Source: an optimization exercise on an open RTL-to-GDS flow (aim: small area). Production flows keep margins and buffers that such runs may drop.
Function was checked by simulation only, so behaviour that the tests miss may differ from the original.

Setup of willow:
// axi4_slave
module axi4_slave #(
    parameter int          NUM_REGS   = 4     ,
    parameter integer      ID_WIDTH   = 4     ,
    parameter integer      ADDR_WIDTH = 32    ,
    parameter integer      DATA_WIDTH = 32    ,
    parameter logic [31:0] BASE_ADDR  = 32'h0
)(
    input  logic                     ACLK,
    input  logic                     ARESETN,
    input  logic [ID_WIDTH-1:0]       S_AXI_AWID     ,
    input  logic [ADDR_WIDTH-1:0]     S_AXI_AWADDR   ,
    input  logic [7:0]                S_AXI_AWLEN    ,
    input  logic [2:0]                S_AXI_AWSIZE   ,
    input  logic [1:0]                S_AXI_AWBURST  ,
    input  logic                      S_AXI_AWVALID  ,
    output logic                      S_AXI_AWREADY  ,
    input  logic [DATA_WIDTH-1:0]     S_AXI_WDATA    ,
    input  logic [(DATA_WIDTH/8)-1:0] S_AXI_WSTRB    ,
    input  logic                      S_AXI_WLAST    ,
    input  logic                      S_AXI_WVALID   ,
    output logic                      S_AXI_WREADY   ,
    output logic [ID_WIDTH-1:0]       S_AXI_BID      ,
    output logic [1:0]                S_AXI_BRESP    ,
    output logic                      S_AXI_BVALID   ,
    input  logic                      S_AXI_BREADY   ,
    input  logic [ID_WIDTH-1:0  ]     S_AXI_ARID     ,
    input  logic [ADDR_WIDTH-1:0]     S_AXI_ARADDR   ,
    input  logic [7:0]                S_AXI_ARLEN    ,
    input  logic [2:0]                S_AXI_ARSIZE   ,
    input  logic [1:0]                S_AXI_ARBURST  ,
    input  logic                      S_AXI_ARVALID  ,
    output logic                      S_AXI_ARREADY  ,
    output logic [ID_WIDTH-1:0  ]     S_AXI_RID      ,
    output logic [DATA_WIDTH-1:0]     S_AXI_RDATA    ,
    output logic [1:0]                S_AXI_RRESP    ,
    output logic                      S_AXI_RLAST    ,
    output logic                      S_AXI_RVALID   ,
    input  logic                      S_AXI_RREADY   ,
    output logic                      write_en        ,
    output logic                      read_en
);
function automatic [7:0] inc8(input [7:0] a);
    logic c;
    c = 1'b1;
    for (int k = 0; k < 8; k++) begin
        inc8[k] = a[k] ^ c;
  ...
Size: roughly 1800 cells after synthesis, ~300 flip-flops, ~190 I/O pins.
Settings: LEC_CHECK=0, CAP_MARGIN=20, CORE_MARGIN=2, CORE_UTILIZATION=40, PLACE_DENSITY=0.6, SLEW_MARGIN=20; clock period 200.0 ns.
standard.sh (not shown) runs the stock make flow with config.mk's settings and CLKGATE_MAP_FILE= SYNTH_SCRIPT=/design/flow/synth_recipe.tcl, a recipe that flattens the netlist after the stock synthesis.
==> flow/flow/run.sh <==
#!/bin/bash
# Standard ORFS layout with three changes, each tool logging to its own file:
#  - synthesis maps the logic with an area-oriented ABC script (flow/abc_area.script)
#    instead of ORFS's delay-oriented one; everything else in synthesis is unchanged,
#    so the registers are the standard synthesis's;
#  - each port gets the smallest buffer (buf_1) instead of clkdlybuf4s50_1;
#  - the clock tree uses smaller clock buffers and no dummy loads.
set -e
HERE=$(pwd)
rm -rf scripts_area
cp -r "$FLOW_HOME/scripts" scripts_area
cp flow/abc_area.script scripts_area/abc_speed.script
export SCRIPTS_DIR=$HERE/scripts_area
export BUFFER_PORTS_ARGS="-buffer_cell sky130_fd_sc_hd__buf_1"
export CTS_ARGS="-sink_clustering_enable -repair_clock_nets -dont_use_dummy_load -buf_list sky130_fd_sc_hd__clkbuf_16 -sink_clustering_size 40 -sink_clustering_max_diameter 60"
bash standard.sh > standard.log 2>&1
==> flow/flow/abc_area.script <==
strash
balance
rewrite
refactor
balance
rewrite
rewrite -z
balance
refactor -z
rewrite -z
balance
dch -f
amap -m
topo
willow completed every stage of the flow, and the final layout passed the timing, design-rule and antenna checks.
> inputs changed (willow -> cedar)
# willow
export LEC_CHECK = 0
export CAP_MARGIN = 20
export CORE_MARGIN = 2
export CORE_UTILIZATION = 40
export PLACE_DENSITY = 0.6
export SLEW_MARGIN = 20
create_clock -name core_clock -period 200.0 [get_ports {ACLK}]
# cedar
export LEC_CHECK = 0
export CAP_MARGIN = 5
export CORE_MARGIN = 2
export CORE_UTILIZATION = 40
export PLACE_DENSITY = 0.6
export SLEW_MARGIN = 5
create_clock -name core_clock -period 200.0 [get_ports {ACLK}]
-- flow/flow/run.sh --
<<< willow, line 13
export SCRIPTS_DIR=$HERE/scripts_area
export BUFFER_PORTS_ARGS="-buffer_cell sky130_fd_sc_hd__buf_1"
export CTS_ARGS="-sink_clustering_enable -repair_clock_nets -dont_use_dummy_load -buf_list sky130_fd_sc_hd__clkbuf_16 -sink_clustering_size 40 -sink_clustering_max_diameter 60"
bash standard.sh > standard.log 2>&1
>>> cedar, line 13
export SCRIPTS_DIR=$HERE/scripts_area
export BUFFER_PORTS_ARGS="-buffer_cell sky130_fd_sc_hd__buf_1"
export CTS_ARGS="-sink_clustering_enable -repair_clock_nets -dont_use_dummy_load -buf_list sky130_fd_sc_hd__clkbuf_8 -sink_clustering_size 20 -sink_clustering_max_diameter 60"
bash standard.sh > standard.log 2>&1
==> comparison <==
- Compared willow against cedar; compound-cell area share of the yosys netlist within noise.
- In terms of average cell area after synthesis, willow and cedar differ only marginally.
- When the final numbers for willow and cedar were put side by side, the setup slack turned out to be smaller in cedar.
- Growth of design area from synthesis to finish is lower on cedar
- cedar — shortest clock period the worst path allows after layout 250 ps higher, willow as reference
The inputs of quartz differ from those of cedar as listed below.
# cedar
export LEC_CHECK = 0
export CAP_MARGIN = 5
export CORE_MARGIN = 2
export CORE_UTILIZATION = 40
export PLACE_DENSITY = 0.6
export SLEW_MARGIN = 5
create_clock -name core_clock -period 200.0 [get_ports {ACLK}]
# quartz
export LEC_CHECK = 0
export CAP_MARGIN = 5
export CORE_MARGIN = 2
export CORE_UTILIZATION = 65
export PLACE_DENSITY = 0.75
export SLEW_MARGIN = 5
create_clock -name core_clock -period 200.0 [get_ports {ACLK}]
Results
As far as fraction of final layout cells sized beyond drive strength 1 is concerned, quartz and cedar perform about the same.
Taking cedar as the reference point, the post-layout instance area of quartz falls by 290 sq um.
For number of nets in the finished design, cedar and quartz come out practically identical.
> inputs changed (quartz -> garnet)
# quartz
export LEC_CHECK = 0
export CAP_MARGIN = 5
export CORE_MARGIN = 2
export CORE_UTILIZATION = 65
export PLACE_DENSITY = 0.75
export SLEW_MARGIN = 5
create_clock -name core_clock -period 200.0 [get_ports {ACLK}]
# garnet
export LEC_CHECK = 0
export CAP_MARGIN = 5
export CORE_MARGIN = 2
export CORE_UTILIZATION = 40
export PLACE_DENSITY = 0.6
export SLEW_MARGIN = 5
create_clock -name core_clock -period 200.0 [get_ports {ACLK}]
-- flow/flow/run.sh --
<<< quartz, line 13
export SCRIPTS_DIR=$HERE/scripts_area
export BUFFER_PORTS_ARGS="-buffer_cell sky130_fd_sc_hd__buf_1"
export CTS_ARGS="-sink_clustering_enable -repair_clock_nets -dont_use_dummy_load -buf_list sky130_fd_sc_hd__clkbuf_8 -sink_clustering_size 20 -sink_clustering_max_diameter 60"
bash standard.sh > standard.log 2>&1
>>> garnet, line 13
export SCRIPTS_DIR=$HERE/scripts_area
export BUFFER_PORTS_ARGS="-buffer_cell sky130_fd_sc_hd__buf_1"
export CTS_ARGS="-sink_clustering_enable -repair_clock_nets -dont_use_dummy_load -buf_list sky130_fd_sc_hd__clkbuf_4 -sink_clustering_size 10 -sink_clustering_max_diameter 40"
bash standard.sh > standard.log 2>&1
==> comparison <==
- In garnet the post-route cell area turned out 290 sq um higher than in quartz.
- From quartz to garnet the numbers moved as follows: die area rose by about 60%; sequential share of cell area decreased by 0.44 points relative to the old numbers.
- Compared with quartz, in garnet worst setup margin went up 1660 ps, routed wire length on met2 went up 8.4%.

* * *

axi4_slave again, from the RTL that the note above started with.
export LEC_CHECK = 0
export CAP_MARGIN = 20
export CORE_MARGIN = 2
export CORE_UTILIZATION = 40
export GPL_TIMING_DRIVEN = 0
export PLACE_DENSITY = 0.6
export SLEW_MARGIN = 20
create_clock -name core_clock -period 200.0 [get_ports {ACLK}]
==> flow/flow/run.sh <==
#!/bin/bash
# Standard ORFS layout with three changes, each tool logging to its own file:
#  - synthesis maps the logic with an area-oriented ABC script (flow/abc_area.script)
#    instead of ORFS's delay-oriented one; everything else in synthesis is unchanged,
#    so the registers are the standard synthesis's;
#  - each port gets the smallest buffer (buf_1) instead of clkdlybuf4s50_1;
#  - the clock tree uses smaller clock buffers and no dummy loads.
set -e
HERE=$(pwd)
rm -rf scripts_area
cp -r "$FLOW_HOME/scripts" scripts_area
cp flow/abc_area.script scripts_area/abc_speed.script
export SCRIPTS_DIR=$HERE/scripts_area
export BUFFER_PORTS_ARGS="-buffer_cell sky130_fd_sc_hd__buf_1"
export CTS_ARGS="-sink_clustering_enable -repair_clock_nets -dont_use_dummy_load -buf_list sky130_fd_sc_hd__clkbuf_8 -sink_clustering_size 20 -sink_clustering_max_diameter 60"
bash standard.sh > standard.log 2>&1
Scripts as last shown in full above: flow/flow/abc_area.script
The baseline finished with timing, DRC and antenna clean.
Change:
Settings changed: GPL_TIMING_DRIVEN 0 to default.
What happened:
- utilization decreases by 0.39 points
- synthesized area does not change
- non-clock buffer count increases by 15

* * *

Another version of the RTL of axi4_slave (not shown whole).
Size in the first run: ~2,000 cells after synthesis, ~300 flip-flops, roughly 190 I/O pins, about 0.021 mm^2 of cells after synthesis.
## axi4_slave
module axi4_slave #(
    parameter int          NUM_REGS   = 4     ,
    parameter integer      ID_WIDTH   = 4     ,
    parameter integer      ADDR_WIDTH = 32    ,
    parameter integer      DATA_WIDTH = 32    ,
    parameter logic [31:0] BASE_ADDR  = 32'h0
)(
    input  logic                     ACLK,
    input  logic                     ARESETN,
    input  logic [ID_WIDTH-1:0]       S_AXI_AWID     ,
    input  logic [ADDR_WIDTH-1:0]     S_AXI_AWADDR   ,
    input  logic [7:0]                S_AXI_AWLEN    ,
    input  logic [2:0]                S_AXI_AWSIZE   ,
    input  logic [1:0]                S_AXI_AWBURST  ,
    input  logic                      S_AXI_AWVALID  ,
    output logic                      S_AXI_AWREADY  ,
    input  logic [DATA_WIDTH-1:0]     S_AXI_WDATA    ,
    input  logic [(DATA_WIDTH/8)-1:0] S_AXI_WSTRB    ,
    input  logic                      S_AXI_WLAST    ,
  ...
==> flow/config.mk <==
export PLATFORM = sky130hd
export DESIGN_NAME = axi4_slave
export DESIGN_NICKNAME = axi4_slave
export VERILOG_FILES = /design/flow/design.v
export SDC_FILE = /design/flow/constraint.sdc
export NUM_CORES = 4
export LEC_CHECK = 0
export CAP_MARGIN = 0
export CORE_MARGIN = 2
export CORE_UTILIZATION = 40
export PLACE_DENSITY = 0.6
export SLEW_MARGIN = 0
==> flow/constraint.sdc <==
create_clock -name core_clock -period 200.0 [get_ports {ACLK}]
set_input_delay 40.0000 -clock core_clock [delete_from_list [all_inputs] [get_ports {ACLK}]]
set_output_delay 40.0000 -clock core_clock [all_outputs]
set_load 0.01 [all_outputs]
==> flow/flow/run.sh <==
#!/bin/bash
# Standard ORFS layout with three changes, each tool logging to its own file:
#  - synthesis maps the logic with an area-oriented ABC script (flow/abc_area.script)
#    instead of ORFS's delay-oriented one; everything else in synthesis is unchanged,
#    so the registers are the standard synthesis's;
#  - each port gets the smallest buffer (buf_1) instead of clkdlybuf4s50_1;
#  - the clock tree uses smaller clock buffers and no dummy loads.
set -e
HERE=$(pwd)
rm -rf scripts_area
cp -r "$FLOW_HOME/scripts" scripts_area
cp flow/abc_area.script scripts_area/abc_speed.script
export SCRIPTS_DIR=$HERE/scripts_area
export BUFFER_PORTS_ARGS="-buffer_cell sky130_fd_sc_hd__buf_1"
export CTS_ARGS="-sink_clustering_enable -repair_clock_nets -dont_use_dummy_load -buf_list sky130_fd_sc_hd__clkbuf_4 -sink_clustering_size 10 -sink_clustering_max_diameter 40"
bash standard.sh > standard.log 2>&1
Scripts as last shown in full above: flow/flow/abc_area.script
The starting point completed without violations.
Edit:
--- a/flow/flow/run.sh
+++ b/flow/flow/run.sh
@@ -14,3 +14,3 @@
 export BUFFER_PORTS_ARGS="-buffer_cell sky130_fd_sc_hd__buf_1"
-export CTS_ARGS="-sink_clustering_enable -repair_clock_nets -dont_use_dummy_load -buf_list sky130_fd_sc_hd__clkbuf_4 -sink_clustering_size 10 -sink_clustering_max_diameter 40"
+export CTS_ARGS="-sink_clustering_enable -repair_clock_nets -dont_use_dummy_load -buf_list sky130_fd_sc_hd__clkbuf_8 -sink_clustering_size 16 -sink_clustering_max_diameter 100"
 bash standard.sh > standard.log 2>&1
- CAP_MARGIN: 0 -> 5
- SLEW_MARGIN: 0 -> 5
Worst setup slack gets worse by 0.13 ns.
Cell area is about the same.
Sequential share of layout area stays flat.
Worst hold slack is about the same.
Edit:
--- a/flow/flow/run.sh
+++ b/flow/flow/run.sh
@@ -14,3 +14,3 @@
 export BUFFER_PORTS_ARGS="-buffer_cell sky130_fd_sc_hd__buf_1"
-export CTS_ARGS="-sink_clustering_enable -repair_clock_nets -dont_use_dummy_load -buf_list sky130_fd_sc_hd__clkbuf_8 -sink_clustering_size 16 -sink_clustering_max_diameter 100"
+export CTS_ARGS="-sink_clustering_enable -repair_clock_nets -dont_use_dummy_load -buf_list sky130_fd_sc_hd__clkbuf_16 -sink_clustering_size 32 -sink_clustering_max_diameter 100"
 bash standard.sh > standard.log 2>&1
After rerunning:
- The changed run produced a clean layout
- synthesized cell count does not change
- critical path depth is unchanged
- final area barely changes
- wire length shrinks by 0.35%
- clock skew goes up by 0.035 ns
- sequential cell count does not change
- via count hardly moves
- final cell count came out lower by 0.31%

* * *

main:
axi4_slave, a different RTL version from the one above (not shown whole).
Size in the first run: roughly 2400 cells after synthesis, roughly 300 flip-flops, roughly 190 I/O pins, about 26000 µm² of cells after synthesis.
clock: 200.0 ns
lec_check: 0
cap_margin: 20
core_margin: 2
core_utilization: 40
place_density: 0.6
slew_margin: 20
==> flow/flow/run.sh <==
#!/bin/bash
# Standard layout, with the smallest buffer on each port.
export BUFFER_PORTS_ARGS="-buffer_cell sky130_fd_sc_hd__buf_1"
bash standard.sh > standard.log 2>&1
Inputs modified between main and the feature branch:
==> flow/flow/run.sh <==
#!/bin/bash
# Standard ORFS layout with three changes, each tool logging to its own file:
#  - synthesis maps the logic with an area-oriented ABC script (flow/abc_area.script)
#    instead of ORFS's delay-oriented one; everything else in synthesis is unchanged,
#    so the registers are the standard synthesis's;
#  - each port gets the smallest buffer (buf_1) instead of clkdlybuf4s50_1;
#  - the clock tree uses smaller clock buffers and no dummy loads.
set -e
HERE=$(pwd)
rm -rf scripts_area
cp -r "$FLOW_HOME/scripts" scripts_area
cp flow/abc_area.script scripts_area/abc_speed.script
export SCRIPTS_DIR=$HERE/scripts_area
export BUFFER_PORTS_ARGS="-buffer_cell sky130_fd_sc_hd__buf_1"
export CTS_ARGS="-sink_clustering_enable -repair_clock_nets -dont_use_dummy_load -buf_list sky130_fd_sc_hd__clkbuf_8 -sink_clustering_size 20 -sink_clustering_max_diameter 60"
bash standard.sh > standard.log 2>&1
==> flow/flow/abc_area.script (new file) <==
strash
balance
rewrite
refactor
balance
rewrite
rewrite -z
balance
refactor -z
rewrite -z
balance
dch -f
amap -m
topo
==> results.txt <==
- In the flow results for the feature branch and main, the count of clock-buffer cells in the layout is smaller on the feature branch.
- Higher largest net degree at the start of global routing goes to main over the feature branch.
- The feature branch: setup slack higher than main

-- afterwards: timing with drivers on the ports --
How much do the figures lean on ideal ports? The routed layouts below were timed once more, with nothing changed but the port constraints. Step 1 sets driving cells, clkbuf_16 on the clock port and buf_2 on the other inputs (assumed; they add their load-dependent delay and slew). Step 2 times the ports against the registers' clock, not the clock port: input delays grow and output delays shrink by t, the midpoint of the rising clock arrivals with the driver on. Slacks: ideal ports / drivers / drivers and shift; pairs: ideal ports / drivers.
run	t, ns	setup slack, ns	worst hold slack (ns)	worst setup path at the end	pins driven straight from the clock port
willow	0.582	100.896 / 100.868 / 100.286	0.476 / 0.476 / 0.476	input to register	1
cedar	0.625	100.650 / 100.611 / 99.986	0.487 / 0.487 / 0.487	input to register	1
quartz	0.644	99.081 / 99.105 / 98.461	0.440 / 0.440 / 0.440	input to register	1
garnet	0.741	100.738 / 100.707 / 99.966	0.485 / 0.485 / 0.485	input to register	1
the first run of note 2	0.635	98.255 / 98.230 / 97.595	0.473 / 0.473 / 0.473	input to register	1
the second run of note 2	0.627	100.906 / 100.871 / 100.243	0.485 / 0.485 / 0.485	input to register	1
the first run of note 3	0.774	100.880 / 100.906 / 100.132	0.468 / 0.468 / 0.468	input to register	1
the second run of note 3	0.623	100.749 / 100.775 / 100.151	0.471 / 0.471 / 0.471	input to register	1
the third run of note 3	0.561	100.657 / 100.690 / 100.128	0.474 / 0.474 / 0.474	input to register	1
main	0.592	96.688 / 96.719 / 96.127	0.461 / 0.461 / 0.461	input to register	1
the feature branch	0.657	100.689 / 100.673 / 100.015	0.479 / 0.479 / 0.479	input to register	1
After both steps every run listed still meets setup and hold. The setup slack of garnet, which loses most, moves by -0.031 ns with the drivers and by -0.772 ns with both steps.
